Source: an optimization exercise on an open RTL-to-GDS flow (aim: small area and a short achievable clock period). Production flows keep margins and buffers that such runs may drop.
Where RTL was checked, it was by simulation tests only, not by an equivalence proof against the original.
The RTL of runs 1 to 3 was laid out without a check of its function.
The clock cells of runs 3 to 7 come from the design's own scripts or RTL, not from TritonCTS.
The flow treats the clock pin as an ideal source. Dropping or thinning the clock tree relies on that and would not hold on a real chip.
Power and IR drop assume default switching activity.

$ cat flow/flow/run.sh
#!/bin/bash
# Own layout flow: the standard ORFS flow (standard.sh), with these changes:
#  - synthesis is the standard flow's synthesis script unchanged except for the abc script
#    (flow/abc.script, an area-oriented mapping); registers are mapped by the
#    same dfflibmap step before abc, so their names and cells are unchanged;
#  - extra ORFS make variables, one per line, from flow/make_args
#    (port buffer cell, clock tree options).
# Every tool's output goes to flow.log in the work folder, and ORFS writes its
# own per-step logs under orfs/logs.
set -euo pipefail
W=$(pwd)
sed 's#log_cmd abc {\*}\$abc_args#log_cmd abc -script '"$W"'/flow/abc.script {*}[lrange $abc_args 2 end]#' \
  "$FLOW_HOME/scripts/synth.tcl" > "$W/my_synth.tcl"
grep -q 'flow/abc.script' "$W/my_synth.tcl"
sed "s#source \$::env(SCRIPTS_DIR)/synth.tcl#source $W/my_synth.tcl#" "$W/synth_recipe.tcl" > "$W/my_synth_recipe.tcl"
grep -q 'my_synth.tcl' "$W/my_synth_recipe.tcl"
sed "s#SYNTH_SCRIPT=[^ ]*#SYNTH_SCRIPT=$W/my_synth_recipe.tcl#" "$W/standard.sh" > "$W/my_standard.sh"
grep -q 'my_synth_recipe.tcl' "$W/my_standard.sh"
args=()
if [[ -f "$W/flow/make_args" ]]; then
  while IFS= read -r line; do
    [[ -n "$line" && "$line" != \#* ]] && args+=("$line")
  done < "$W/flow/make_args"
fi
bash "$W/my_standard.sh" "${args[@]}" finish > "$W/flow.log" 2>&1
$ cat flow/flow/abc.script
strash
&get -n
&dch
&nf -R 1000 -p
&put
$ cat flow/flow/make_args
BUFFER_PORTS_ARGS=-buffer_cell sky130_fd_sc_hd__buf_2
CTS_ARGS=-sink_clustering_enable -repair_clock_nets -dont_use_dummy_load -sink_clustering_size 30 -sink_clustering_max_diameter 150
SYNTH_KEEP_MODULES=OVT_AOI22 OVT_NAND4 OVT_AOI41 OVT_NEN
REMOVE_ABC_BUFFERS=1
$ cat flow/standard.sh
#!/bin/bash
# synth_recipe.tcl (not shown) runs the flow's synth.tcl, then flattens the netlist and writes it again
# the make line also repeats each setting of config.mk as NAME=value (left out here)
make -C /OpenROAD-flow-scripts/flow DESIGN_CONFIG=/design/flow/config.mk WORK_HOME=/design/flow/orfs CLKGATE_MAP_FILE= SYNTH_SCRIPT=/design/flow/synth_recipe.tcl "${@:-finish}"
$ cat flow/config.mk
export PLATFORM = sky130hd
export DESIGN_NAME = CPU
export DESIGN_NICKNAME = CPU
export VERILOG_FILES = /design/flow/design.v
export SDC_FILE = /design/flow/constraint.sdc
export NUM_CORES = 4
export LEC_CHECK = 0
export CAP_MARGIN = 20
export CORE_MARGIN = 2
export CORE_UTILIZATION = 40
export SETUP_SLACK_MARGIN = 2.4
export SLEW_MARGIN = 20
$ cat flow/constraint.sdc
create_clock -name core_clock -period 6.0 [get_ports {clk}]
set_input_delay 1.2000 -clock core_clock [delete_from_list [all_inputs] [get_ports {clk}]]
set_output_delay 1.2000 -clock core_clock [all_outputs]
set_load 0.01 [all_outputs]
$ cat flow/design.v
module CPU (clk, input_8bit, output_8bit, cmd_addr, cmd_8bit, rst);
  input  wire       clk;
  input  wire       rst;
  input  wire [7:0] input_8bit;
  input  wire [7:0] cmd_8bit;
  output wire [7:0] output_8bit;
  output reg  [7:0] cmd_addr;
  reg [7:0] r0, r1, r2, r3, r4, r5;
  reg [7:0] f;
  reg       boot;
  wire [1:0] op = cmd_8bit[7:6];
  wire [2:0] s  = cmd_8bit[5:3];
  wire [2:0] d  = cmd_8bit[2:0];
  wire is_imm = (op == 2'b00);
  wire is_cal = (op == 2'b01);
  wire is_cpy = (op == 2'b10);
  wire is_cnd = (op == 2'b11);
  wire [6:0] q;
  genvar k;
  generate
    for (k = 0; k < 7; k = k + 1) begin : dec
      assign q[k] = (s == k);
    end
  endgenerate
  wire out_en_n;
  OVT_NEN uen (.op(op), .rst(rst), .d(d), .y(out_en_n));
  wire [7:0] bus;
  genvar i;
  generate
    for (i = 0; i < 8; i = i + 1) begin : src
      wire x01, x23, x45;
      wire x6 = ~(q[6] & input_8bit[i]);
      OVT_AOI22 u01 (.a(q[0]), .b(r0[i]), .c(q[1]), .d(r1[i]), .y(x01));
      OVT_AOI22 u23 (.a(q[2]), .b(r2[i]), .c(q[3]), .d(r3[i]), .y(x23));
      OVT_AOI22 u45 (.a(q[4]), .b(r4[i]), .c(q[5]), .d(r5[i]), .y(x45));
      OVT_NAND4 ub  (.a(x01), .b(x23), .c(x45), .d(x6), .y(bus[i]));
      OVT_AOI41 uo  (.a(x01), .b(x23), .c(x45), .d(x6), .e(out_en_n), .y(output_8bit[i]));
    end
  endgenerate
  wire [7:0] sa  = r1 + r2;
  wire [7:0] ss  = r1 - r2;
  wire [7:0] sum = d[0] ? ss : sa;
  wire [7:0] g   = r1 & r2;
  wire [7:0] o   = r1 | r2;
  wire [7:0] lg  = (d[0] ? g : o) ^ {8{d[0] ^ d[1]}};
  wire [7:0] alu = d[2] ? (d[1] ? 8'd0 : sum) : lg;
  wire z = (r3 == 8'd0);
  wire n = r3[7];
  wire t = d[2] ^ (d[0] & z | d[1] & n);
  wire jump = is_cnd & t;
  wire [7:0] r0_in = {8{~rst}} & (is_imm ? cmd_8bit : bus);
  wire [7:0] r3_in = {8{~rst}} & (is_cal ? alu : bus);
  wire [7:0] rx_in = {8{~rst}} & bus;
  wire we0 = rst | is_imm | (is_cpy & d == 3'd0);
  wire we1 = rst | (is_cpy & d == 3'd1);
  wire we2 = rst | (is_cpy & d == 3'd2);
  wire we3 = rst | is_cal | (is_cpy & d == 3'd3);
  wire we4 = rst | (is_cpy & d == 3'd4);
  wire we5 = rst | (is_cpy & d == 3'd5);
  always @(posedge clk) begin
    if (we0) r0 <= r0_in;
    if (we1) r1 <= rx_in;
    if (we2) r2 <= rx_in;
    if (we3) r3 <= r3_in;
    if (we4) r4 <= rx_in;
    if (we5) r5 <= rx_in;
  end
  always @(posedge clk) begin
    if (rst) begin
      cmd_addr <= 8'd0;
      f        <= 8'd0;
      boot     <= 1'b1;
    end else begin
      cmd_addr <= f;
      f        <= jump ? r0 : f + {7'd0, ~boot};
      boot     <= 1'b0;
    end
  end
endmodule
module OVT_AOI22 (a, b, c, d, y);
  input  wire a, b, c, d;
  output wire y;
  assign y = ~(a & b | c & d);
endmodule
module OVT_NAND4 (a, b, c, d, y);
  input  wire a, b, c, d;
  output wire y;
  assign y = ~(a & b & c & d);
endmodule
module OVT_AOI41 (a, b, c, d, e, y);
  input  wire a, b, c, d, e;
  output wire y;
  assign y = ~(a & b & c & d | e);
endmodule
module OVT_NEN (op, rst, d, y);
  input  wire [1:0] op;
  input  wire       rst;
  input  wire [2:0] d;
  output wire       y;
  assign y = ~(op[1] & ~op[0] & ~rst & d[2] & d[1] & ~d[0]);
endmodule
==> results of run 1 <==
==> state kept, by name (all words and copies together), names as in the netlist, 8 cells and up <==
name,flops
r2,8
r4,8
r5,8
f,8
cmd_addr,8
r3,8
r1,8
r0,8
==> Yosys stat by module, one instance, submodules excluded <==
module     cell area [um^2]  cells inside  copies in the design  flops+latches
CPU                    3162           278                     1             65
OVT_NEN               16.27             3                     1              0
OVT_AOI41             8.758             1                     8              0
OVT_AOI22             7.507             1                    24              0
OVT_NAND4             6.256             1                     8              0
==> cell families after synthesis <==
family / after synthesis
AOI/OAI and AO/OA: 90
xor gates and xnor gates: 22
adders and majority gates: 23
buffers and inverters: 9
DFF: 65
muxes: 2
and+or+nand+nor: 110
==> area by class of cell <==
cell class | instances | area share
flip-flops and latches | 65 | 0.4365
multi-input cells | 247 | 0.4200
repair buffers | 44 | 0.07082
well taps | 108 | 0.03311
clock buffers | 9 | 0.03035
inverters | 9 | 0.009197
==> critical path: stages <==
cell and delay, ps:
buf_2 160, and3b_4 410, a22oi_1 130, a41oi_1 230, buf_2 160
==> layer usage <==
metal | GRT usage | vias up | routed length [um]
li1 | - | 1348 | -
met1 | 0.2655 | 1340 | 4130
met2 | 0.3200 | 87 | 4253
met3 | 0.06187 | 10 | 686
met4 | 0.07158 | 0 | 129
met5 | 0 | - | 0
==> path summary, 6_finish.rpt <==
| kind | end | slack, ps | depth (start not counted) |
|---|---|---|---|
| worst max-delay path | output_8bit[1] | 2500 | 5 |
| worst min-delay path | cmd_addr[0] | 450 | 1 |
| worst max register to register | r3[7] | 3160 | 16 |
| worst min register to register | cmd_addr[0] | 450 | 1 |
==> power by group <==
group | internal [mW] | switching [mW]
clock network | 0.133 | 0.145
logic | 0.0833 | 0.118
registers | 0.528 | 0.0278
==> synth_stat cells, types with 9 or more instances <==
master	n	area [um^2]
dfxtp_1	17	340.3
nand4_1	9	56.30
xnor2_1	13	113.9
xor2_1	9	78.83
o21ai_0	16	80.08
a21oi_1	13	65.06
a211oi_1	15	112.6
edfxtp_1	48	1441
a22oi_1	24	180.2
nand2_1	21	78.83
nor2b_1	19	118.9
clkinv_1	9	33.78
nor2_1	36	135.1
ha_1	16	200.2
==> through the flow <==
step,instances,instance area (um^2),util,power [mW]
after floorplan,321,3478,-,0.6870
after global placement,466,3809,0.4432,0.7499
after detailed placement,466,3819,0.4444,0.7539
after CTS,476,3970,0.4620,1.033
after global routing,482,4081,0.4750,1.090
final,482,4081,0.4750,1.034
==> repair_timing <==
item,CTS,global route
hold buffers,0,0
pin swaps,1,2
gates resized for setup,6,11
setup buffers,1,6
setup endpoints to repair,8,10
==> flow_metrics.env, run 1 <==
export IMPL_status="complete, no violations"
export IMPL_synth_top_family_by_area="compound AO/OA/AOI/OAI gates"
export IMPL_synth_cells=321
export IMPL_worstSetupStartpointType="input pin"
export IMPL_antennaDiodeCount=0
export IMPL_crit_required_ps=4800
export IMPL_pre_cts_ws_ps=2030
export IMPL_ys_flop_type="edfxtp_1"
export IMPL_drt_iter0_markers=314
export IMPL_avgSynthCellArea_um2=10.84
export IMPL_clk_latency_ps=350
export IMPL_grt_max_degree=46
export IMPL_setup_viol=0
export IMPL_endpoint_kind="output port"
export IMPL_final_common_cell="edfxtp_1"
export IMPL_ys_ff_latch=65
export IMPL_drive_gt1_frac=0.1658
export IMPL_ys_warn_count=1
export IMPL_fin_nets=411
export IMPL_clk_pin_slew_ps=70
export IMPL_drc=0
export IMPL_syn2layout_area_growth_pct=17.34
export IMPL_grt_antenna_before_repair=0
export IMPL_drv_cap=0
export IMPL_gp_congestion=0.8669
export IMPL_synthXorXnorAreaFrac=0.05540
export IMPL_fillers=829
export IMPL_pwr_density_cell_mw_per_mm2=253.5
export IMPL_hp_class="reg2reg"
export IMPL_setup_slack_ps=2498
export IMPL_hp_start="f[0]"
export IMPL_dieArea_mm2=0.009458
export IMPL_ant_nets=0
export IMPL_synth_edff_count=48
export IMPL_syn_area_mm2=0.003478
export IMPL_path_max_fanout=8
export IMPL_synth_adder_area_share=0.08058
export IMPL_start_util=0.4048
export IMPL_port_buffers=33
export IMPL_wire_per_inst_um=19.09
export IMPL_finalHoldWorstSlack_ps=453.5
export IMPL_mostFrequentLayoutCells="edfxtp_1, nor2_1, buf_2, a22oi_1, nand2_1"
export IMPL_dr_pass1_iters=4
export IMPL_cts_tree="done"
export IMPL_dpl_hpwl_um=6418
export IMPL_fmax_mhz=285.5
export IMPL_register_area_mm2=0.001782
export IMPL_gr_usage_all_layers=0.2026
export IMPL_fp_coreArea_mm2=0.008593
export IMPL_crit_type="in2out"
export IMPL_rows=34
export IMPL_root_buffer="clkbuf_8"
export IMPL_grt_pass1_wl_um=14440
export IMPL_num_io_pins=34
export IMPL_worstSetupStartpoint="cmd_8bit[4]"
export IMPL_fin_skew_ps=18.63
export IMPL_drv_slew=0
export IMPL_synth_simple_gate_area_share=0.1565
export IMPL_tightest_slew_ps=636.5
export IMPL_yosysSeqAreaShare=0.5122
export IMPL_htreeDepth=3
export IMPL_hold_viol_final=0
export IMPL_synth_compound_area_frac=0.1799
export IMPL_finalSetupTns_ps=0
export IMPL_cp_arrival_ps=2300
export IMPL_grt_pass1_vias=2757
export IMPL_leakagePower_nw=1.510
export IMPL_vias=2785
export IMPL_rsz0062_at_grt="no"
export IMPL_slew_limit_headroom=0.5756
export IMPL_numCtsBuffers=9
export IMPL_cts_sinks=65
export IMPL_async_flop_share=0
export IMPL_die_w_um=97.25
export IMPL_finalCritPeriodShare=0.5838
export IMPL_rr_startpoint="r2[0]"
export IMPL_period_minus_slack_ps=3503
export IMPL_multi_input_area_mm2=0.001714
export IMPL_dieHeight_um=97.25
export IMPL_via_per_inst=5.778
export IMPL_synth_mux_area_frac=0.005755
export IMPL_ys_types=36
export IMPL_ir_worst_vdd_mv=0.1369
export IMPL_grt_overflow=0
export IMPL_wl_um=9199
export IMPL_clk_path_buf_depth=2
==> run 2: changes to the inputs <==
--- a/flow/config.mk
+++ b/flow/config.mk
@@ -8,5 +8,5 @@
 export CAP_MARGIN = 20
 export CORE_MARGIN = 2
 export CORE_UTILIZATION = 40
-export SETUP_SLACK_MARGIN = 2.4
+export SETUP_SLACK_MARGIN = 2.5
 export SLEW_MARGIN = 20
==> run 2 against run 1 <==
Against the previous run: worst setup slack lost 23 ps; first-iteration DRC count fell by 20%; global-route usage is 0.22 points higher.
==> flow_metrics.env, run 2 <==
export IMPL_status="complete, no violations"
export IMPL_drc=0
export IMPL_vias=2815
export IMPL_grt_overflow=0
export IMPL_setup_viol=0
export IMPL_worstHoldPathCells=1
export IMPL_die_w_um=97.25
export IMPL_root_buffer="clkbuf_8"
export IMPL_ys_flop_type="edfxtp_1"
export IMPL_drive_gt1_frac=0.1877
export IMPL_slew_limit_headroom=0.5721
export IMPL_drv_cap=0
export IMPL_fin_nets=410
export IMPL_gp_congestion=0.8669
export IMPL_start_util=0.4048
export IMPL_holdPathEnd="cmd_addr[0]"
export IMPL_path_max_fanout=8
export IMPL_hold_viol_final=0
export IMPL_clk_pin_slew_ps=70
export IMPL_fmax_mhz=283.7
export IMPL_wl_um=9328
export IMPL_yosys_area_top_type="edfxtp_1"
export IMPL_yosys_area_top_type_share=0.4144
export IMPL_finalCritPeriodShare=0.5875
export IMPL_mostFrequentLayoutCells="edfxtp_1, nor2_1, buf_2, nand2_1, nor2b_1"
export IMPL_cts_tree="done"
export IMPL_port_buffers=33
export IMPL_final_common_cell="edfxtp_1"
export IMPL_numCtsBuffers=9
export IMPL_async_flop_share=0
export IMPL_via_per_inst=5.852
export IMPL_htreeDepth=3
export IMPL_gr_usage_all_layers=0.2048
export IMPL_pre_cts_ws_ps=2030
export IMPL_dpl_hpwl_um=6418
export IMPL_hp_class="reg2reg"
export IMPL_drt_iter0_markers=250
export IMPL_fin_skew_ps=20.57
export IMPL_leakagePower_nw=1.526
export IMPL_clk_path_buf_depth=2
export IMPL_hp_start="f[0]"
export IMPL_period_minus_slack_ps=3525
export IMPL_rr_endpoint="r3[7]"
export IMPL_ys_types=36
export IMPL_grt_pass1_wl_um=14630
export IMPL_rsz0062_at_grt="yes"
export IMPL_fin_cells=481
export IMPL_grt_max_degree=46
export IMPL_crit_type="in2out"
export IMPL_cp_arrival_ps=2330
export IMPL_yosysSeqAreaShare=0.5122
export IMPL_clk_latency_ps=350
export IMPL_dr_pass1_iters=5
export IMPL_ant_nets=0
export IMPL_tightest_slew_ps=641.9
export IMPL_grt_pass1_vias=2789
export IMPL_syn2layout_area_growth_pct=19.06
export IMPL_worst_r2r_setup_slack_ps=3170
export IMPL_crit_required_ps=4800
export IMPL_dieArea_mm2=0.009458
export IMPL_fp_coreArea_mm2=0.008593
export IMPL_avgSynthCellArea_um2=10.84
export IMPL_rows=34
export IMPL_placed_cells=466
export IMPL_ys_top_cells_by_area="edfxtp_1, dfxtp_1, ha_1"
export IMPL_synth_common_cells="edfxtp_1, nor2_1, a22oi_1"
export IMPL_finalHoldWorstSlack_ps=455.9
export IMPL_rr_startpoint="r2[0]"
export IMPL_endpoint_kind="output port"
export IMPL_worstSetupStartpointType="input pin"
export IMPL_fillers=824
export IMPL_setup_slack_ps=2475
export IMPL_finalSetupTns_ps=0
export IMPL_r2r_cells=16
export IMPL_wire_per_inst_um=19.39
export IMPL_ys_ff_latch=65
export IMPL_num_io_pins=34
export IMPL_pwr_density_cell_mw_per_mm2=250.4
export IMPL_antennaDiodeCount=0
export IMPL_dieHeight_um=97.25
export IMPL_yosysMostFrequentCell="edfxtp_1"
export IMPL_ys_warn_count=1
export IMPL_synth_edff_count=48
export IMPL_drv_slew=0
export IMPL_syn_area_mm2=0.003478
export IMPL_ir_worst_vdd_mv=0.1374
export IMPL_synth_cells=321
export IMPL_cts_sinks=65
export IMPL_grt_antenna_before_repair=0
[run 2: per-module statistics from Yosys (local to each module, per instance)]
module | area [um^2] | cells | flip-flops and latches
OVT_AOI41 | 8.758 | 1 | 0
CPU | 3162 | 278 | 65
OVT_AOI22 | 7.507 | 1 | 0
OVT_NEN | 16.27 | 3 | 0
OVT_NAND4 | 6.256 | 1 | 0
[run 2: per-layer routing]
layer | share of wire | global-route usage | wire [um] | up-vias
li1 | - | - | - | 1349
met1 | 0.43 | 0.2690 | 3972 | 1351
met2 | 0.47 | 0.3259 | 4398 | 101
met3 | 0.075 | 0.06187 | 698 | 14
met4 | 0.028 | 0.06731 | 259 | 0
met5 | 0 | 0 | 0 | -
[run 2: kinds of logic after synthesis]
family	synth area share
xor+xnor	0.05540
fa+ha+maj	0.08058
compound gates	0.1799
flops	0.5122
simple gates	0.1565
mux	0.005756
buf+inv	0.009712
[run 2: layout make-up]
| class | instances | area (um^2) | area share |
|---|---|---|---|
| sequential | 65 | 1782 | 0.4302 |
| inverter | 9 | 36.28 | 0.008761 |
| tap | 108 | 135.1 | 0.03263 |
| timing repair buffer | 43 | 299.0 | 0.07221 |
| multi-input combinational | 247 | 1765 | 0.4263 |
| clock buffer | 9 | 123.9 | 0.02991 |
[run 2: power breakdown]
part	switching (mW)	internal [mW]	total, mW	leakage, nW
Clock	0.144	0.133	0.277	0.0647
Sequential	0.0288	0.528	0.557	0.639
Combinational	0.119	0.0847	0.203	0.822
Total	0.291	0.745	1.04	1.53
[run 2: how the worst max path moves through the flow]
stage,endpoint,slack (ps),startpoint,cells past startpoint
6_report,output_8bit[7],2470,cmd_8bit[5],6
5_1_grt,output_8bit[1],2450,cmd_8bit[3],5
4_1_cts,output_8bit[0],2500,cmd_8bit[3],6
3_5_place_dp,output_8bit[1],2030,cmd_8bit[2],6
3_3_place_gp,output_8bit[0],1810,cmd_8bit[5],5
2_1_floorplan,output_8bit[0],2520,cmd_8bit[4],3
[run 2: repair_timing]
item,in CTS,in global routing
endpoints found under the setup margin,9,10
buffers inserted,5,1
hold endpoints to repair,0,0
hold buffers,0,0
pin swaps,3,1
gates resized for setup,14,19
[run 2: worst max-delay path, stage by stage]
cell and delay (ps):
buf_4 160, nor3b_2 210, buf_6 200, a22oi_1 130
a41oi_1 250, buf_2 170
[run 2: through the flow]
stage	util	instance area (um^2)	power (mW)
2_1_floorplan	-	3478	0.6870
3_3_place_gp	0.4432	3809	0.7499
3_5_place_dp	0.4444	3819	0.7539
4_1_cts	0.4719	4055	1.038
5_1_grt	0.4819	4141	1.093
6_report	0.4819	4141	1.037
==> run 3: changes to the inputs <==
==> flow/flow/run.sh (replaced) <==
#!/bin/bash
# Own layout flow: the standard ORFS flow (standard.sh), with these changes:
#  - synthesis is the standard flow's synthesis script unchanged except for the abc script
#    (flow/abc.script, an area-oriented mapping) and any extra abc options
#    in flow/abc_args (cells abc may not use); registers are mapped by the
#    same dfflibmap step before abc, so their names and cells are unchanged;
#  - extra ORFS make variables, one per line, from flow/make_args
#    (port buffer cell, clock tree options, kept modules); @W@ in a line
#    stands for the work folder.
# Every tool's output goes to flow.log in the work folder, and ORFS writes its
# own per-step logs under orfs/logs.
set -euo pipefail
W=$(pwd)
extra=""
[[ -f "$W/flow/abc_args" ]] && extra=$(tr '\n' ' ' < "$W/flow/abc_args")
sed 's#log_cmd abc {\*}\$abc_args#log_cmd abc -script '"$W"'/flow/abc.script {*}[lrange $abc_args 2 end] '"$extra"'#' \
  "$FLOW_HOME/scripts/synth.tcl" > "$W/my_synth.tcl"
grep -q 'flow/abc.script' "$W/my_synth.tcl"
sed "s#source \$::env(SCRIPTS_DIR)/synth.tcl#source $W/my_synth.tcl#" "$W/synth_recipe.tcl" > "$W/my_synth_recipe.tcl"
grep -q 'my_synth.tcl' "$W/my_synth_recipe.tcl"
sed "s#SYNTH_SCRIPT=[^ ]*#SYNTH_SCRIPT=$W/my_synth_recipe.tcl#" "$W/standard.sh" > "$W/my_standard.sh"
grep -q 'my_synth_recipe.tcl' "$W/my_standard.sh"
args=()
if [[ -f "$W/flow/make_args" ]]; then
  while IFS= read -r line; do
    [[ -n "$line" && "$line" != \#* ]] && args+=("${line//@W@/$W}")
  done < "$W/flow/make_args"
fi
bash "$W/my_standard.sh" "${args[@]}" finish > "$W/flow.log" 2>&1
==> flow/flow/make_args (replaced) <==
BUFFER_PORTS_ARGS=-buffer_cell sky130_fd_sc_hd__buf_2
PRE_CTS_TCL=@W@/flow/pre_cts.tcl
SYNTH_KEEP_MODULES=OVT_AOI22 OVT_NAND4 OVT_AOI41 OVT_NEN
REMOVE_ABC_BUFFERS=1
==> flow/flow/pre_cts.tcl (new file) <==
# Sourced by ORFS's cts.tcl before clock_tree_synthesis (PRE_CTS_TCL).
# The design has 65 flip-flops close together.  Instead of TritonCTS's
# H-tree, the flip-flops are split into four groups by location (halves in
# x, then halves in y) and the clock port drives one clock buffer per group,
# placed at the group's centroid; clock_tree_synthesis is then a no-op.
set pre_cts_buf [expr {[info exists ::env(PRE_CTS_BUF)] ? $::env(PRE_CTS_BUF) : "sky130_fd_sc_hd__clkbuf_8"}]
set block [ord::get_db_block]
set clk_master [[ord::get_db] findMaster $pre_cts_buf]
set clk_net [$block findNet clk]
set sinks {}
foreach it [$clk_net getITerms] {
  set box [[$it getInst] getBBox]
  lappend sinks [list $it [expr {([$box xMin] + [$box xMax]) / 2}] [expr {([$box yMin] + [$box yMax]) / 2}]]
}
proc pre_cts_halves { items idx } {
  set s [lsort -integer -index $idx $items]
  set h [expr {[llength $s] / 2}]
  return [list [lrange $s 0 [expr {$h - 1}]] [lrange $s $h end]]
}
set groups {}
foreach half [pre_cts_halves $sinks 1] {
  foreach quarter [pre_cts_halves $half 2] { lappend groups $quarter }
}
set g 0
foreach group $groups {
  set sx 0
  set sy 0
  foreach s $group {
    set sx [expr {$sx + [lindex $s 1]}]
    set sy [expr {$sy + [lindex $s 2]}]
  }
  set n [llength $group]
  set buf [odb::dbInst_create $block $clk_master clkbuf_g$g]
  set net [odb::dbNet_create $block clk_g$g]
  $net setSigType CLOCK
  foreach s $group {
    set it [lindex $s 0]
    $it disconnect
    $it connect $net
  }
  [$buf findITerm A] connect $clk_net
  [$buf findITerm X] connect $net
  $buf setLocation [expr {$sx / $n}] [expr {$sy / $n}]
  $buf setPlacementStatus PLACED
  puts "pre_cts.tcl: clkbuf_g$g ($pre_cts_buf) drives $n clock pins"
  incr g
}
proc clock_tree_synthesis { args } {
  puts "pre_cts.tcl: clock_tree_synthesis skipped (one clock buffer per flip-flop group)"
}
--- a/flow/config.mk
+++ b/flow/config.mk
@@ -8,5 +8,5 @@
 export CAP_MARGIN = 20
 export CORE_MARGIN = 2
 export CORE_UTILIZATION = 40
-export SETUP_SLACK_MARGIN = 2.5
+export SETUP_SLACK_MARGIN = 2.4
 export SLEW_MARGIN = 20
==> run 3 against run 2 <==
Against the previous run: still clean on timing, DRC and antenna; synthesized cell count did not move; area after synthesis unchanged; clock skew down 3.4 ps; hold slack better by 20 ps.
==> flow_metrics.env, run 3 <==
export IMPL_yosysSeqAreaShare=0.5122
export IMPL_drv_cap=0
export IMPL_fin_nets=402
export IMPL_avgSynthCellArea_um2=10.84
export IMPL_async_flop_share=0
export IMPL_grt_antenna_before_repair=0
export IMPL_yosysMostFrequentCell="edfxtp_1"
export IMPL_rr_startpoint="r2[0]"
export IMPL_worstSetupStartpoint="cmd_8bit[4]"
export IMPL_clk_pin_slew_ps=100
export IMPL_yosys_area_top_type="edfxtp_1"
export IMPL_wl_um=9114
export IMPL_antennaDiodeCount=0
export IMPL_grt_pass1_wl_um=14280
export IMPL_grt_overflow=0
export IMPL_num_io_pins=34
export IMPL_gp_congestion=0.8669
export IMPL_finalHoldWorstSlack_ps=475.7
export IMPL_ant_nets=0
export IMPL_syn_area_mm2=0.003478
export IMPL_ys_warn_count=1
export IMPL_pwr_density_cell_mw_per_mm2=233.1
export IMPL_leakagePower_nw=1.459
export IMPL_rsz0062_at_grt="yes"
export IMPL_hold_viol_final=0
export IMPL_placed_cells=466
export IMPL_utilization=0.4636
export IMPL_mostFrequentLayoutCells="edfxtp_1, nor2_1, buf_2, a22oi_1, nand2_1"
export IMPL_via_per_inst=5.890
export IMPL_pre_cts_ws_ps=2030
export IMPL_synth_cells=321
export IMPL_ys_types=36
export IMPL_final_common_cell="edfxtp_1"
export IMPL_synth_common_cells="edfxtp_1, nor2_1, a22oi_1"
export IMPL_worst_r2r_setup_slack_ps=3170
export IMPL_vias=2786
export IMPL_cp_arrival_ps=2330
export IMPL_fillers=839
export IMPL_worstSetupStartpointType="input pin"
export IMPL_endpoint_kind="output port"
export IMPL_tightest_slew_ps=641.6
export IMPL_dpl_hpwl_um=6418
export IMPL_crit_chain="buf_2 > and3b_4 > a22oi_1 > a41oi_1 > buf_2"
export IMPL_ys_top_cells_by_area="edfxtp_1, dfxtp_1, ha_1"
export IMPL_ir_worst_vdd_mv=0.1203
export IMPL_synth_edff_count=48
export IMPL_die_w_um=97.25
export IMPL_drive_gt1_frac=0.1452
export IMPL_finalCritPeriodShare=0.5885
export IMPL_dieArea_mm2=0.009458
export IMPL_drv_slew=0
export IMPL_slew_limit_headroom=0.5723
export IMPL_gr_usage_all_layers=0.1896
export IMPL_status="complete, no violations"
export IMPL_dr_pass1_iters=5
export IMPL_crit_required_ps=4800
export IMPL_hp_class="reg2reg"
export IMPL_setup_slack_ps=2469
export IMPL_wire_per_inst_um=19.27
export IMPL_yosys_area_top_type_share=0.4144
export IMPL_finalSetupTns_ps=0
export IMPL_crit_type="in2out"
export IMPL_period_minus_slack_ps=3531
export IMPL_fin_skew_ps=17.12
export IMPL_clk_latency_ps=170
export IMPL_slowest_delay_ps=430
export IMPL_port_buffers=33
export IMPL_setup_viol=0
export IMPL_drt_iter0_markers=188
export IMPL_path_max_fanout=8
export IMPL_crit_slowest_cell="and3b_4"
export IMPL_drc=0
export IMPL_grt_pass1_vias=2709
export IMPL_fin_cells=473
export IMPL_start_util=0.4048
export IMPL_ys_ff_latch=65
export IMPL_fmax_mhz=283.2
export IMPL_ys_flop_type="edfxtp_1"
export IMPL_syn2layout_area_growth_pct=14.53
export IMPL_dieHeight_um=97.25
export IMPL_hp_start="f[0]"
export IMPL_grt_max_degree=46
export IMPL_fp_coreArea_mm2=0.008593
export IMPL_rows=34
export IMPL_crit_top_cell="buf_2"
[run 3: cell type report]
type | count | area [um^2] | area share
timing repair buffer | 40 | 259.0 | 0.06501
buffer | 4 | 55.05 | 0.01382
sequential | 65 | 1782 | 0.4472
tap | 108 | 135.1 | 0.03392
inverter | 9 | 38.79 | 0.009736
multi-input combinational | 247 | 1714 | 0.4303
[run 3: where the power goes]
group	switching (mW)	total (mW)	internal (mW)	leakage [nW]
clock	0.113	0.175	0.0620	0.0288
sequential	0.0284	0.555	0.527	0.639
combinational	0.117	0.199	0.0818	0.792
[run 3: timing repair]
item / CTS / global route
setup buffers: 1 / 2
setup endpoints to repair: 11 / 9
pin swaps: 1 / 2
hold buffers: 0 / 0
gates resized for setup: 9 / 10
[run 3: worst paths after layout]
kind                                       end  cells after the start
worst max-delay path            output_8bit[1]                      5
worst min-delay path               cmd_addr[0]                      1
worst max register to register           r3[7]                     16
worst min register to register     cmd_addr[0]                      1
[run 3: cells by family (layout without fill, tap and decap cells)]
family | after synthesis | in the layout | synth area share
adder cells (fa/ha/maj) | 23 | 23 | 0.08058
AND/OR/NAND/NOR | 110 | 110 | 0.1565
AO/OA/AOI/OAI | 90 | 90 | 0.1799
buffers and inverters | 9 | 53 | 0.009712
flip-flops | 65 | 65 | 0.5122
XOR/XNOR | 22 | 22 | 0.05540
multiplexers | 2 | 2 | 0.005756
[run 3: layer usage]
metal	share of wire	up-vias	GRT usage
met3	0.073	19	0.01583
met5	0	-	0
met1	0.43	1334	0.2682
met4	0.041	0	0.06090
met2	0.46	104	0.3109
li1	-	1329	-
[run 3: critical path, delay by kind of cell]
family                 cells  cell delay (ps)
and+or+nand+nor            1              430
AOI/OAI and AO/OA          2              380
buffers and inverters      2              320
[run 3: modules after synthesis (local to each module, per instance)]
module,cells,cell area (um^2)
OVT_NAND4,1,6.256
OVT_AOI41,1,8.758
OVT_NEN,3,16.27
OVT_AOI22,1,7.507
CPU,278,3162
[run 3: through the flow]
stage / total power, mW / area, um^2
2_1_floorplan: 0.6870 / 3478
3_3_place_gp: 0.7499 / 3809
3_5_place_dp: 0.7539 / 3819
4_1_cts: 0.8828 / 3909
5_1_grt: 0.9767 / 3984
6_report: 0.9286 / 3984
==> run 4: changes to the inputs <==
--- a/flow/design.v
+++ b/flow/design.v
@@ -6,8 +6,8 @@
   output wire [7:0] output_8bit;
   output reg  [7:0] cmd_addr;
   reg [7:0] r0, r1, r2, r3, r4, r5;
-  reg [7:0] f;
-  reg       boot;
+  reg       j;
+  reg       b1, b2;
   wire [1:0] op = cmd_8bit[7:6];
   wire [2:0] s  = cmd_8bit[5:3];
   wire [2:0] d  = cmd_8bit[2:0];
@@ -37,9 +37,8 @@
       OVT_AOI41 uo  (.a(x01), .b(x23), .c(x45), .d(x6), .e(out_en_n), .y(output_8bit[i]));
     end
   endgenerate
-  wire [7:0] sa  = r1 + r2;
-  wire [7:0] ss  = r1 - r2;
-  wire [7:0] sum = d[0] ? ss : sa;
+  wire [7:0] b   = r2 ^ {8{d[0]}};
+  wire [7:0] sum = r1 + b + {7'd0, d[0]};
   wire [7:0] g   = r1 & r2;
   wire [7:0] o   = r1 | r2;
   wire [7:0] lg  = (d[0] ? g : o) ^ {8{d[0] ^ d[1]}};
@@ -65,15 +64,18 @@
     if (we4) r4 <= rx_in;
     if (we5) r5 <= rx_in;
   end
+  wire [7:0] f = j ? r0 : cmd_addr + {7'd0, ~(b1 | b2)};
   always @(posedge clk) begin
     if (rst) begin
       cmd_addr <= 8'd0;
-      f        <= 8'd0;
-      boot     <= 1'b1;
+      j        <= 1'b0;
+      b1       <= 1'b1;
+      b2       <= 1'b0;
     end else begin
       cmd_addr <= f;
-      f        <= jump ? r0 : f + {7'd0, ~boot};
-      boot     <= 1'b0;
+      j        <= jump;
+      b1       <= 1'b0;
+      b2       <= b1;
     end
   end
 endmodule
--- a/flow/config.mk
+++ b/flow/config.mk
@@ -8,5 +8,5 @@
 export CAP_MARGIN = 20
 export CORE_MARGIN = 2
 export CORE_UTILIZATION = 40
-export SETUP_SLACK_MARGIN = 2.4
+export SETUP_SLACK_MARGIN = 2.5
 export SLEW_MARGIN = 20
==> run 4 against run 3 <==
Against the previous run: still clean; hold slack worse by 7.3 ps; area after synthesis down 7.5%; maximum frequency up 1.6%; first-iteration DRC count down 0.53%; clock power down 7%; critical path depth up 1; sequential cell count down 6; synthesized cell count down 8.4%; critical path type unchanged; critical endpoint unchanged; highest routed layer unchanged.
==> flow_metrics.env, run 4 <==
export IMPL_yosysSeqAreaShare=0.5165
export IMPL_via_per_inst=6.000
export IMPL_slowest_delay_ps=240
export IMPL_clk_latency_ps=160
export IMPL_drive_gt1_frac=0.2168
export IMPL_leakagePower_nw=1.422
export IMPL_pre_cts_ws_ps=1981
export IMPL_fin_nets=379
export IMPL_hold_viol_final=0
export IMPL_dieHeight_um=93.68
export IMPL_yosys_area_top_type="edfxtp_1"
export IMPL_fmax_mhz=287.7
export IMPL_die_w_um=93.68
export IMPL_synth_common_cells="edfxtp_1, nor2_1, a22oi_1"
export IMPL_slew_limit_headroom=0.5826
export IMPL_worstSetupStartpoint="cmd_8bit[4]"
export IMPL_crit_type="in2out"
export IMPL_dpl_hpwl_um=6041
export IMPL_syn2layout_area_growth_pct=20.07
export IMPL_grt_pass1_wl_um=13860
export IMPL_drt_iter0_markers=187
export IMPL_synth_edff_count=48
export IMPL_port_buffers=33
export IMPL_avgSynthCellArea_um2=10.94
export IMPL_grt_pass1_vias=2495
export IMPL_fin_skew_ps=9.025
export IMPL_yosysMostFrequentCell="edfxtp_1"
export IMPL_rows=32
export IMPL_ys_types=36
export IMPL_crit_required_ps=4800
export IMPL_mostFrequentLayoutCells="edfxtp_1, nor2_1, buf_2, nand2_1"
export IMPL_ys_ff_latch=59
export IMPL_gr_usage_all_layers=0.2070
export IMPL_path_max_fanout=8
export IMPL_vias=2688
export IMPL_p_total_uw=866.4
export IMPL_grt_antenna_before_repair=0
export IMPL_rsz0062_at_grt="yes"
export IMPL_setup_slack_ps=2525
export IMPL_final_common_cell="edfxtp_1"
export IMPL_num_io_pins=34
export IMPL_ir_worst_vdd_mv=0.1684
export IMPL_wire_per_inst_um=20.50
export IMPL_syn_area_mm2=0.003217
export IMPL_drv_cap=0
export IMPL_hp_class="reg2reg"
export IMPL_finalCritPeriodShare=0.5792
export IMPL_worst_path_buf_inv=3
export IMPL_async_flop_share=0
export IMPL_clk_pin_slew_ps=90
export IMPL_drv_slew=0
export IMPL_grt_max_degree=41
export IMPL_period_minus_slack_ps=3475
export IMPL_worstSetupStartpointType="input pin"
export IMPL_synth_cells=294
export IMPL_drc=0
export IMPL_crit_chain="buf_4 > nor3_1 > buf_4 > a22oi_1 > a41oi_1 > buf_2"
export IMPL_ys_top_cells_by_area="edfxtp_1, dfxtp_1, a22oi_1"
export IMPL_dr_pass1_iters=4
export IMPL_setup_viol=0
export IMPL_crit_slowest_cell="buf_4"
export IMPL_wl_um=9182
export IMPL_ys_flop_type="edfxtp_1"
export IMPL_yosys_area_top_type_share=0.4481
export IMPL_endpoint_kind="output port"
export IMPL_crit_top_cell="buf_4"
export IMPL_cp_top_family="buffers and inverters"
export IMPL_ant_nets=0
export IMPL_tightest_slew_ps=626.1
export IMPL_fp_coreArea_mm2=0.007767
export IMPL_cp_arrival_ps=2280
export IMPL_antennaDiodeCount=0
export IMPL_rr_startpoint="r2[2]"
export IMPL_pwr_density_cell_mw_per_mm2=224.3
export IMPL_start_util=0.4141
export IMPL_ys_warn_count=1
export IMPL_dieArea_mm2=0.008775
export IMPL_grt_overflow=0
export IMPL_hp_start="b1"
export IMPL_gp_congestion=0.8815
export IMPL_status="complete, no violations"
export IMPL_finalSetupTns_ps=0
[run 4: where the power goes]
part / internal (mW) / switching [mW] / total [mW]
clock network: 0.0617 / 0.100 / 0.162
logic: 0.0812 / 0.114 / 0.195
registers: 0.483 / 0.0270 / 0.510
total: 0.626 / 0.241 / 0.866
[run 4: what timing repair did]
| item | CTS | global route |
|---|---|---|
| endpoints found under the setup margin | 13 | 10 |
| endpoints found under the hold margin | 0 | 0 |
| pin swaps | 2 | 8 |
| gates resized for setup | 12 | 32 |
| setup buffers | 4 | 7 |
| hold buffers | 0 | 0 |
[run 4: metrics by stage]
| step | util | hold WS [ps] | area, um^2 | std cells |
|---|---|---|---|---|
| 3_5_place_dp | 0.4563 | 456.3 | 3545 | 433 |
| 5_1_grt | 0.4973 | 498.8 | 3862 | 448 |
| 3_3_place_gp | 0.4563 | 448.5 | 3545 | 433 |
| 4_1_cts | 0.4721 | 458.0 | 3667 | 441 |
| 6_report | 0.4973 | 468.5 | 3862 | 448 |
| 2_1_floorplan | - | 439.2 | 3217 | 294 |
[run 4: final cells by class]
type | instances | area [um^2]
Timing Repair Buffer | 48 | 334.1
Buffer | 4 | 55.05
Inverter | 3 | 12.51
Fill cell | 723 | 3905
Tap cell | 102 | 127.6
Multi-Input combinational cell | 232 | 1672
Sequential cell | 59 | 1662
[run 4: metal layers]
metal  GRT usage  share of wire  vias up  wire (um)
met4     0.06522          0.045        0        411
met1      0.3048           0.45     1321       4136
met3     0.01364          0.058       21        528
li1            -              -     1253          -
met2      0.3279           0.45       93       4106
met5           0              0        -          0
[run 4: cell families (layout without fill, tap and decap cells)]
kind of cell    count (synthesis)  after routing  share of synthesized area
simple gates                  101            101                     0.1529
compound gates                 86             86                     0.1836
flops                          59             59                     0.5165
xor+xnor                       23             23                    0.06262
fa+ha+maj                      20             20                    0.07468
buf+inv                         3             55                   0.003500
mux                             2              2                   0.006224
[run 4: modules after synthesis (local to each module, per instance)]
module	area (um^2)	flip-flops and latches	copies in the design	cells
CPU	2900	59	1	251
OVT_AOI22	7.507	0	24	1
OVT_AOI41	8.758	0	8	1
OVT_NAND4	6.256	0	8	1
OVT_NEN	16.27	0	1	3
[run 4: worst register-to-register path, delay by kind of cell, from the launching register on]
kind | cells | cell delay, ps
xor gates and xnor gates | 2 | 280
and+or+nand+nor | 1 | 90
adders and majority gates | 1 | 320
DFF | 1 | 430
AOI/OAI and AO/OA | 6 | 1130
[run 4: path summary, 6_finish.rpt]
kind / depth (start not counted) / endpoint / slack (ps)
min: 1 / b2 / 470
min reg2reg: 1 / b2 / 470
max reg2reg: 10 / r3[7] / 3590
max: 6 / output_8bit[1] / 2520
==> run 5: changes to the inputs <==
--- a/flow/config.mk
+++ b/flow/config.mk
@@ -8,5 +8,5 @@
 export CAP_MARGIN = 20
 export CORE_MARGIN = 2
 export CORE_UTILIZATION = 40
-export SETUP_SLACK_MARGIN = 2.5
+export SETUP_SLACK_MARGIN = 2.4
 export SLEW_MARGIN = 20
==> run 5 against run 4 <==
Against the previous run: maximum frequency shrank 1.6%; worst setup slack got worse by 57 ps; core utilization shrank 1.9 points; power decreased by 1.4%; sequential share of layout area increased by 1.7 points; sequential power is essentially flat; clock power about the same; critical endpoint unchanged; wire length decreased by 0.98%.
==> flow_metrics.env, run 5 <==
export IMPL_ys_warn_count=1
export IMPL_rows=32
export IMPL_tightest_slew_ps=617.6
export IMPL_fillers=738
export IMPL_grt_pass1_vias=2502
export IMPL_status="complete, no violations"
export IMPL_synth_edff_count=48
export IMPL_avgSynthCellArea_um2=10.94
export IMPL_drt_iter0_markers=207
export IMPL_yosys_area_top_type="edfxtp_1"
export IMPL_drv_cap=0
export IMPL_finalCritPeriodShare=0.5888
export IMPL_mostFrequentLayoutCells="edfxtp_1, nor2_1, buf_2, a22oi_1, nand2_1"
export IMPL_vias=2627
export IMPL_synth_cells=294
export IMPL_yosysMostFrequentCell="edfxtp_1"
export IMPL_p_total_uw=854.1
export IMPL_clk_latency_ps=160
export IMPL_fmax_mhz=283.1
export IMPL_drc=0
export IMPL_drv_slew=0
export IMPL_synth_common_cells="edfxtp_1, nor2_1, a22oi_1"
export IMPL_crit_required_ps=4800
export IMPL_rr_startpoint="r2[2]"
export IMPL_fin_nets=374
export IMPL_slew_limit_headroom=0.5883
export IMPL_postLayoutCellArea_mm2=0.003716
export IMPL_die_w_um=93.68
export IMPL_fp_coreArea_mm2=0.007767
export IMPL_crit_slowest_cell="nor3b_4"
export IMPL_num_io_pins=34
export IMPL_gp_congestion=0.8815
export IMPL_crit_chain="clkbuf_4 > nor3b_4 > buf_4 > a22oi_1 > a41oi_1 > buf_2"
export IMPL_ys_ff_latch=59
export IMPL_gr_usage_all_layers=0.2066
export IMPL_dr_pass1_iters=4
export IMPL_wl_um=9092
export IMPL_fin_skew_ps=8.860
export IMPL_grt_pass1_wl_um=13820
export IMPL_syn_area_mm2=0.003217
export IMPL_syn2layout_area_growth_pct=15.52
export IMPL_finalSetupTns_ps=0
export IMPL_setup_viol=0
export IMPL_yosysSeqAreaShare=0.5165
export IMPL_hp_start="b1"
export IMPL_path_max_fanout=8
export IMPL_ys_flop_type="edfxtp_1"
export IMPL_crit_type="in2out"
export IMPL_rsz0062_at_grt="no"
export IMPL_ys_top_cells_by_area="edfxtp_1, dfxtp_1, a22oi_1"
export IMPL_grt_overflow=0
export IMPL_worst_path_buf_inv=3
export IMPL_ys_types=36
export IMPL_cp_arrival_ps=2330
export IMPL_hold_viol_final=0
export IMPL_pwr_density_cell_mw_per_mm2=229.8
export IMPL_final_common_cell="edfxtp_1"
export IMPL_port_buffers=33
export IMPL_dpl_hpwl_um=6041
export IMPL_setup_slack_ps=2467
export IMPL_ant_nets=0
export IMPL_grt_antenna_before_repair=0
export IMPL_period_minus_slack_ps=3533
export IMPL_worst_r2r_setup_slack_ps=3530
export IMPL_r2r_cells=10
export IMPL_leakagePower_nw=1.385
export IMPL_worstHoldPathCells=1
export IMPL_endpoint_kind="output port"
export IMPL_grt_max_degree=41
export IMPL_postPlaceCellArea_mm2=0.003545
export IMPL_yosys_area_top_type_share=0.4481
export IMPL_slowest_delay_ps=240
export IMPL_cp_top_family="buffers and inverters"
export IMPL_ir_worst_vdd_mv=0.1686
export IMPL_hp_class="reg2reg"
export IMPL_holdPathEnd="b2"
export IMPL_via_per_inst=5.930
export IMPL_rr_endpoint="r3[7]"
export IMPL_drive_gt1_frac=0.1642
export IMPL_clk_pin_slew_ps=90
export IMPL_dieArea_mm2=0.008775
export IMPL_dieHeight_um=93.68
export IMPL_cts_hold_buf=0
export IMPL_antennaDiodeCount=0
export IMPL_async_flop_share=0
export IMPL_pre_cts_ws_ps=1981
export IMPL_start_util=0.4141
export IMPL_wire_per_inst_um=20.52
export IMPL_utilization=0.4784
export IMPL_worstSetupStartpointType="input pin"
run 5: cell count changes in the layout (fill, tap and decap cells not counted), sizes merged:
cell | before | now
buf | 47 | 40
clkbuf | 5 | 7
run 5: what timing repair did:
| action | 4_1_cts | 5_1_grt |
|---|---|---|
| gates resized for setup | 10 | 9 |
| setup endpoints to repair | 12 | 9 |
| pin swaps | 1 | 2 |
| buffers inserted | 4 | 2 |
| hold endpoints to repair | 0 | 0 |
| cloned | 0 | 0 |
run 5: routing by layer:
layer / GRT usage / up-vias / share of wire / wire length, um
met3: 0.01445 / 11 / 0.063 / 577
met4: 0.07850 / 0 / 0.027 / 250
met1: 0.3027 / 1287 / 0.45 / 4066
met5: 0 / - / 0 / 0
li1: - / 1245 / - / -
met2: 0.3219 / 84 / 0.46 / 4197
run 5: cells by family (layout without fill, tap and decap cells):
kind of cell | Yosys count | count (layout) | synth area share
AND/OR/NAND/NOR | 101 | 101 | 0.1529
AO/OA/AOI/OAI | 86 | 86 | 0.1836
flip-flops | 59 | 59 | 0.5165
XOR/XNOR | 23 | 23 | 0.06262
adder cells (fa/ha/maj) | 20 | 20 | 0.07468
buffers and inverters | 3 | 50 | 0.003500
multiplexers | 2 | 2 | 0.006224
run 5: cell type report:
type                       instances  area, um^2  area share
buffer                             4       55.05     0.01481
inverter                           3       12.51    0.003367
multi-input combinational        232        1588      0.4273
sequential                        59        1662      0.4471
tap                              102       127.6     0.03434
timing repair buffer              43       271.5     0.07306
run 5: stage by stage:
stage          hold WS, ps  std cells
6_report             468.8        443
4_1_cts              458.0        441
3_3_place_gp         448.5        433
3_5_place_dp         456.3        433
5_1_grt              498.8        443
2_1_floorplan        439.2        294
run 5: Yosys stat by module, one instance, submodules excluded:
module | flops+latches | cells inside | copies in the design
OVT_AOI41 | 0 | 1 | 8
CPU | 59 | 251 | 1
OVT_NAND4 | 0 | 1 | 8
OVT_NEN | 0 | 3 | 1
OVT_AOI22 | 0 | 1 | 24
run 5: worst reg2reg max path: cells and delay by family (launching register included):
kind,cells,cell delay [ps]
xor+xnor,2,280
simple gates,1,90
fa+ha+maj,1,360
flops,1,440
compound gates,6,1160
run 5: worst max path at each step:
stage	start	end	slack (ps)	cells after the start
6_report	cmd_8bit[5]	output_8bit[1]	2470	6
5_1_grt	cmd_8bit[2]	output_8bit[3]	2400	7
4_1_cts	cmd_8bit[0]	r3[7]	2430	11
3_5_place_dp	rst	output_8bit[6]	1980	5
3_3_place_gp	cmd_8bit[5]	output_8bit[4]	2060	5
2_1_floorplan	cmd_8bit[4]	output_8bit[0]	2520	3
run 5: where the power goes:
group | total, mW | internal, mW | switching [mW]
clock network | 0.162 | 0.0617 | 0.100
logic | 0.184 | 0.0736 | 0.111
registers | 0.508 | 0.483 | 0.0253
total | 0.854 | 0.618 | 0.236
==> run 6: changes to the inputs <==
--- a/flow/flow/run.sh
+++ b/flow/flow/run.sh
@@ -7,7 +7,9 @@
 #  - extra ORFS make variables, one per line, from flow/make_args
 #    (port buffer cell, clock tree options, kept modules); @W@ in a line
 #    stands for the work folder.
-# Every tool's output goes to flow.log in the work folder, and ORFS writes its
+#  - optionally (flow/late_margin) a different setup slack margin for the
+#    steps after clock tree synthesis.
+# Every tool's output goes to flow.log (and flow_finish.log) in the work folder, and ORFS writes its
 # own per-step logs under orfs/logs.
 set -euo pipefail
 W=$(pwd)
@@ -26,4 +28,11 @@
     [[ -n "$line" && "$line" != \#* ]] && args+=("${line//@W@/$W}")
   done < "$W/flow/make_args"
 fi
-bash "$W/my_standard.sh" "${args[@]}" finish > "$W/flow.log" 2>&1
+if [[ -f "$W/flow/late_margin" ]]; then
+  # up to clock tree synthesis with config.mk's SETUP_SLACK_MARGIN, the rest
+  # (global route's repair) with the margin in flow/late_margin
+  bash "$W/my_standard.sh" "${args[@]}" cts > "$W/flow.log" 2>&1
+  bash "$W/my_standard.sh" "${args[@]}" "SETUP_SLACK_MARGIN=$(tr -d ' \n' < "$W/flow/late_margin")" finish > "$W/flow_finish.log" 2>&1
+else
+  bash "$W/my_standard.sh" "${args[@]}" finish > "$W/flow.log" 2>&1
+fi
==> flow/flow/late_margin (new file) <==
2.3
--- a/flow/config.mk
+++ b/flow/config.mk
@@ -8,5 +8,5 @@
 export CAP_MARGIN = 20
 export CORE_MARGIN = 2
 export CORE_UTILIZATION = 40
-export SETUP_SLACK_MARGIN = 2.4
+export SETUP_SLACK_MARGIN = 2.5
 export SLEW_MARGIN = 20
==> run 6 against run 5 <==
Against the previous run: still clean on timing, DRC and antenna; sequential power about the same; sequential share of layout area increased by 0.59 points; worst setup slack got worse by 3.2 ps; global-route usage about the same; power decreased by 0.57%; first-iteration DRC count decreased by 8.2%; final cell count decreased by 0.45%; sequential cell count unchanged; core utilization decreased by 0.63 points; wire length decreased by 0.98%; area after synthesis unchanged; critical endpoint is now output_8bit[3].
==> flow_metrics.env, run 6 <==
export IMPL_grt_pass1_vias=2495
export IMPL_grt_use_met2=0.3279
export IMPL_synth_compound_area_frac=0.1836
export IMPL_rr_endpoint="r3[7]"
export IMPL_rsz0062_at_grt="no"
export IMPL_ys_ff_latch=59
export IMPL_cts_hold_buf=0
export IMPL_fin_cells=441
export IMPL_cp_arrival_ps=2340
export IMPL_worstSetupStartpoint="cmd_8bit[5]"
export IMPL_hp_class="reg2reg"
export IMPL_cp_top_family="buffers and inverters"
export IMPL_synth_edff_count=48
export IMPL_synth_common_cells="edfxtp_1, nor2_1, a22oi_1"
export IMPL_hold_viol_final=0
export IMPL_finalSetupTns_ps=0
export IMPL_dieHeight_um=93.68
export IMPL_period_minus_slack_ps=3536
export IMPL_path_max_fanout=8
export IMPL_crit_required_ps=4800
export IMPL_die_w_um=93.68
export IMPL_worstSetupStartpointType="input pin"
export IMPL_grt_antenna_before_repair=0
export IMPL_crit_top_cell="buf_2"
export IMPL_crit_type="in2out"
export IMPL_pre_cts_ws_ps=1981
export IMPL_cp_num_cells=6
export IMPL_grt_use_met3=0.01364
export IMPL_worst_r2r_setup_slack_ps=3520
export IMPL_grt_overflow=0
export IMPL_leakagePower_nw=1.365
export IMPL_final_common_cell="edfxtp_1"
export IMPL_drv_cap=0
export IMPL_cp_endpoint="output_8bit[3]"
export IMPL_ys_flop_type="edfxtp_1"
export IMPL_mostFrequentLayoutCells="edfxtp_1, nor2_1, buf_2, a22oi_1, nand2_1"
export IMPL_ys_top_cells_by_area="edfxtp_1, dfxtp_1, a22oi_1"
export IMPL_ys_types=36
export IMPL_fp_coreArea_mm2=0.007767
export IMPL_grt_max_degree=41
export IMPL_via_per_inst=6.052
export IMPL_syn2layout_area_growth_pct=14.00
export IMPL_grt_pass1_wl_um=13860
export IMPL_tightest_slew_ps=598.5
export IMPL_wl_um=9003
export IMPL_yosys_area_top_type_share=0.4481
export IMPL_vias=2669
export IMPL_start_util=0.4141
export IMPL_yosys_area_top_type="edfxtp_1"
export IMPL_antennaDiodeCount=0
export IMPL_p_total_uw=849.2
export IMPL_rr_startpoint="r2[2]"
export IMPL_synth_simple_gate_area_share=0.1529
export IMPL_crit_slowest_cell="nor3b_4"
export IMPL_async_flop_share=0
export IMPL_crit_chain="buf_2 > nor3b_4 > buf_4 > a22oi_1 > a41oi_1 > buf_2"
export IMPL_num_io_pins=34
export IMPL_worst_path_buf_inv=3
export IMPL_slowest_delay_ps=250
export IMPL_port_buffers=33
export IMPL_rows=32
export IMPL_gr_usage_all_layers=0.2070
export IMPL_drive_gt1_frac=0.1534
export IMPL_drc=0
export IMPL_pwr_density_cell_mw_per_mm2=231.6
export IMPL_endpoint_kind="output port"
export IMPL_dr_pass1_iters=5
export IMPL_ant_nets=0
export IMPL_slew_limit_headroom=0.6010
export IMPL_setup_viol=0
export IMPL_synth_top_family_by_area="compound AO/OA/AOI/OAI gates"
export IMPL_synth_cells=294
export IMPL_status="complete, no violations"
export IMPL_fin_nets=372
export IMPL_placed_cells=433
export IMPL_drt_iter0_markers=190
export IMPL_syn_area_mm2=0.003217
export IMPL_fmax_mhz=282.8
export IMPL_synth_mux_area_frac=0.006223
export IMPL_fin_skew_ps=11.10
export IMPL_postLayoutCellArea_mm2=0.003667
export IMPL_dieArea_mm2=0.008775
export IMPL_finalHoldWorstSlack_ps=468.4
export IMPL_synthXorXnorAreaFrac=0.06262
export IMPL_wire_per_inst_um=20.41
export IMPL_clk_pin_slew_ps=90
export IMPL_utilization=0.4721
export IMPL_avgSynthCellArea_um2=10.94
export IMPL_r2r_cells=10
export IMPL_drv_slew=0
export IMPL_ys_warn_count=1
export IMPL_hp_start="b1"
export IMPL_busiest_layer="met2"
export IMPL_use_met1=0.3048
export IMPL_finalCritPeriodShare=0.5893
export IMPL_postPlaceCellArea_mm2=0.003545
export IMPL_yosysMostFrequentCell="edfxtp_1"
export IMPL_yosysSeqAreaShare=0.5165
export IMPL_dpl_hpwl_um=6041
export IMPL_clk_latency_ps=150
export IMPL_setup_slack_ps=2464
export IMPL_synth_adder_area_share=0.07468
export IMPL_gp_congestion=0.8815
export IMPL_ir_worst_vdd_mv=0.1701
## run 6: cell counts after synthesis
Identical to the previous run, type by type.
## run 6: layout make-up
type,count,area [um^2]
plain buffers,4,55.05
fillers,745,4100
multi-input cells,232,1578
well taps,102,127.6
inverters,3,12.51
flip-flops and latches,59,1662
repair buffers,41,232.7
## run 6: logic make-up (layout without fill, tap and decap cells)
family                   Yosys count  count (layout)
AND/OR/NAND/NOR                  101             101
AO/OA/AOI/OAI                     86              86
flip-flops                        59              59
XOR/XNOR                          23              23
adder cells (fa/ha/maj)           20              20
buffers and inverters              3              48
multiplexers                       2               2
## run 6: worst min path at each step
stage                     cells past startpoint  slack [ps]  end
after global placement                        1         450   b2
after detailed placement                      1         460   b2
after CTS                                     1         460   b2
after global routing                          1         500   b2
final                                         1         470   b2
after floorplan                               1         440   b2
## run 6: what timing repair did
item                                    CTS  global route
hold endpoints to repair                  0             0
resized for setup                        12             0
buffers inserted                          4             0
endpoints found under the setup margin   13             0
## run 6: power by group
part	switching, mW	internal [mW]	leakage (nW)
combinational	0.109	0.0713	0.746
sequential	0.0254	0.483	0.589
clock	0.0986	0.0616	0.0288
total	0.233	0.616	1.36
## run 6: layer usage
layer  part of all wire  routed length (um)
met4              0.038                 344
met3              0.073                 659
met5                  0                   0
met1               0.44                3962
met2               0.45                4036
## run 6: modules after synthesis (local to each module, per instance)
module	flops+latches	cell area, um^2	times used
OVT_AOI41	0	8.758	8
OVT_NAND4	0	6.256	8
CPU	59	2900	1
OVT_NEN	0	16.27	1
OVT_AOI22	0	7.507	24
==> run 7: changes to the inputs <==
--- a/flow/config.mk
+++ b/flow/config.mk
@@ -8,5 +8,5 @@
 export CAP_MARGIN = 20
 export CORE_MARGIN = 2
 export CORE_UTILIZATION = 40
-export SETUP_SLACK_MARGIN = 2.5
+export SETUP_SLACK_MARGIN = 2.3
 export SLEW_MARGIN = 20
removed: flow/flow/late_margin
==> run 7 against run 6 <==
Against the previous run: still clean on timing, DRC and antenna; core utilization shrank 0.081 points; power decreased by 0.27%; critical path depth is the same; die area did not move; first-iteration DRC count up 7.4%; clock skew shrank 4.7 ps; global-route usage fell by 0.14 points.
==> flow_metrics.env, run 7 <==
export IMPL_grt_use_met3=0.01445
export IMPL_finalCritPeriodShare=0.5912
export IMPL_rsz0062_at_grt="no"
export IMPL_finalSetupTns_ps=0
export IMPL_port_buffers=33
export IMPL_period_minus_slack_ps=3547
export IMPL_crit_required_ps=4800
export IMPL_avgSynthCellArea_um2=10.94
export IMPL_use_met1=0.3017
export IMPL_crit_chain="buf_2 > nor3b_4 > buf_4 > a22oi_1 > a41oi_1 > buf_2"
export IMPL_drive_gt1_frac=0.1504
export IMPL_dr_pass1_iters=4
export IMPL_fin_nets=372
export IMPL_wire_per_inst_um=20.24
export IMPL_fillers=743
export IMPL_synth_common_cells="edfxtp_1, nor2_1, a22oi_1"
export IMPL_final_common_cell="edfxtp_1"
export IMPL_mostFrequentLayoutCells="edfxtp_1, nor2_1, buf_2, a22oi_1, nand2_1"
export IMPL_crit_type="in2out"
export IMPL_die_w_um=93.68
export IMPL_ys_warn_count=1
export IMPL_grt_overflow=0
export IMPL_ys_top_cells_by_area="edfxtp_1, dfxtp_1, a22oi_1"
export IMPL_placed_cells=433
export IMPL_ant_nets=0
export IMPL_grt_pass1_vias=2498
export IMPL_synth_cells=294
export IMPL_rows=32
export IMPL_drc=0
export IMPL_drv_cap=0
export IMPL_dpl_hpwl_um=6041
export IMPL_dieHeight_um=93.68
export IMPL_setup_viol=0
export IMPL_clk_pin_slew_ps=90
export IMPL_drv_slew=0
export IMPL_path_max_fanout=8
export IMPL_crit_top_cell="buf_2"
export IMPL_vias=2639
export IMPL_ir_worst_vdd_mv=0.1680
export IMPL_gr_usage_all_layers=0.2056
export IMPL_fmax_mhz=281.9
export IMPL_worst_r2r_setup_slack_ps=3350
export IMPL_hp_class="reg2reg"
export IMPL_slowest_delay_ps=250
export IMPL_cp_arrival_ps=2350
export IMPL_utilization=0.4713
export IMPL_fp_coreArea_mm2=0.007767
export IMPL_busiest_layer="met2"
export IMPL_pwr_density_cell_mw_per_mm2=231.3
export IMPL_yosysMostFrequentCell="edfxtp_1"
export IMPL_leakagePower_nw=1.364
export IMPL_grt_max_degree=41
export IMPL_grt_antenna_before_repair=0
export IMPL_num_io_pins=34
export IMPL_start_util=0.4141
export IMPL_fin_skew_ps=6.443
export IMPL_yosys_area_top_type="edfxtp_1"
export IMPL_grt_pass1_wl_um=13750
export IMPL_crit_slowest_cell="nor3b_4"
export IMPL_synth_edff_count=48
export IMPL_hold_viol_final=0
export IMPL_clk_latency_ps=150
export IMPL_via_per_inst=5.984
export IMPL_slew_limit_headroom=0.5841
export IMPL_grt_use_met2=0.3195
export IMPL_tightest_slew_ps=623.8
export IMPL_fin_cells=441
export IMPL_status="complete, no violations"
export IMPL_ys_flop_type="edfxtp_1"
export IMPL_worstSetupStartpointType="input pin"
export IMPL_endpoint_kind="output port"
export IMPL_ys_types=36
export IMPL_cts_hold_buf=0
export IMPL_dieArea_mm2=0.008775
export IMPL_wl_um=8924
export IMPL_yosys_area_top_type_share=0.4481
export IMPL_syn2layout_area_growth_pct=13.81
export IMPL_yosysSeqAreaShare=0.5165
export IMPL_gp_congestion=0.8815
export IMPL_ys_ff_latch=59
export IMPL_antennaDiodeCount=0
export IMPL_p_total_uw=846.9
export IMPL_syn_area_mm2=0.003217
export IMPL_async_flop_share=0
export IMPL_drt_iter0_markers=204
run 7: cell types whose count changed in the layout (fill, tap and decap cells not counted), sizes merged:
cell and change:
buf -1, clkbuf +1
run 7: critical path, delay by kind of cell:
family,cells,cell delay (ps)
buf+inv,3,560
simple gates,1,250
compound gates,2,340
run 7: stage by stage:
stage / hold WS, ps / setup WS, ps / instance area (um^2)
after floorplan: 439.2 / 2525 / 3217
after global placement: 448.5 / 2061 / 3545
after detailed placement: 456.3 / 1981 / 3545
after CTS: 458.0 / 2315 / 3649
after global routing: 498.8 / 2303 / 3661
final: 468.7 / 2453 / 3661
run 7: power breakdown:
group / leakage [nW] / switching (mW) / internal, mW
Combinational: 0.746 / 0.108 / 0.0704
Clock: 0.0288 / 0.0989 / 0.0616
Sequential: 0.589 / 0.0250 / 0.483
Total: 1.36 / 0.232 / 0.615
run 7: repair_timing:
action	4_1_cts	5_1_grt
setup endpoints to repair	10	9
pin swaps	1	0
gates cloned	0	0
buffers inserted	4	0
gates resized for setup	6	6
run 7: final cells by class:
class	instances	area, um^2	area share
plain buffers	4	55.05	0.01504
inverters	3	12.51	0.003418
multi-input cells	232	1572	0.4293
flip-flops and latches	59	1662	0.4539
well taps	102	127.6	0.03486
repair buffers	41	232.7	0.06357
run 7: per-module statistics from Yosys, one instance, submodules excluded:
module	area, um^2	cells inside	times used	flops+latches
OVT_AOI22	7.507	1	24	0
CPU	2900	251	1	59
OVT_AOI41	8.758	1	8	0
OVT_NEN	16.27	3	1	0
OVT_NAND4	6.256	1	8	0
run 7: per-layer routing:
| layer | part of all wire | vias to the layer above | wire (um) |
|---|---|---|---|
| met2 | 0.44 | 109 | 3883 |
| met4 | 0.046 | 0 | 414 |
| li1 | - | 1242 | - |
| met1 | 0.43 | 1264 | 3864 |
| met3 | 0.085 | 24 | 762 |
| met5 | 0 | - | 0 |
run 7: cells by family after synthesis:
| family | share of synthesized area |
|---|---|
| AO/OA/AOI/OAI | 0.1836 |
| adder cells (fa/ha/maj) | 0.07468 |
| buffers and inverters | 0.003500 |
| AND/OR/NAND/NOR | 0.1529 |
| flip-flops | 0.5165 |
| XOR/XNOR | 0.06262 |
| multiplexers | 0.006224 |
run 7: final timing paths:
check	from	end	cells after the start
worst max-delay path	cmd_8bit[5]	output_8bit[1]	6
worst min register to register	b1	b2	1
worst max register to register	r2[2]	r3[7]	10
worst min-delay path	b1	b2	1

==> static timing again, ports no longer ideal <==
The flow's constraints put no driver on any port. The routed layouts listed below were extracted and timed again, unchanged, in two steps. Step 1 (the two cells are an assumption about what drives the block):
set clk [get_ports {clk}]
set_driving_cell -lib_cell sky130_fd_sc_hd__clkbuf_16 $clk
set_driving_cell -lib_cell sky130_fd_sc_hd__buf_2 [delete_from_list [all_inputs] $clk]
Step 2, shift: input delay + t, output delay - t, t = (earliest + latest rising clock arrival at the registers) / 2. This alone moves slack from input paths to output paths. a / b / c = no drivers / after step 1 / after step 2; a / b = the first two.
run	t, ns	setup slack, ns	hold slack, ns	worst setup path after step 2
run 1	0.369	2.498 / 2.464 / 2.404	0.454 / 0.454 / 0.454	input to register
run 2	0.367	2.475 / 2.441 / 2.441	0.456 / 0.456 / 0.456	input to output
run 3	0.224	2.469 / 2.436 / 2.436	0.476 / 0.476 / 0.476	input to output
run 4	0.218	2.525 / 2.496 / 2.496	0.468 / 0.468 / 0.468	input to output
run 5	0.218	2.467 / 2.443 / 2.443	0.469 / 0.469 / 0.469	input to output
run 6	0.216	2.464 / 2.442 / 2.442	0.468 / 0.468 / 0.468	input to output
run 7	0.216	2.453 / 2.430 / 2.359	0.469 / 0.469 / 0.469	input to register
After both steps every run listed still meets setup and hold.
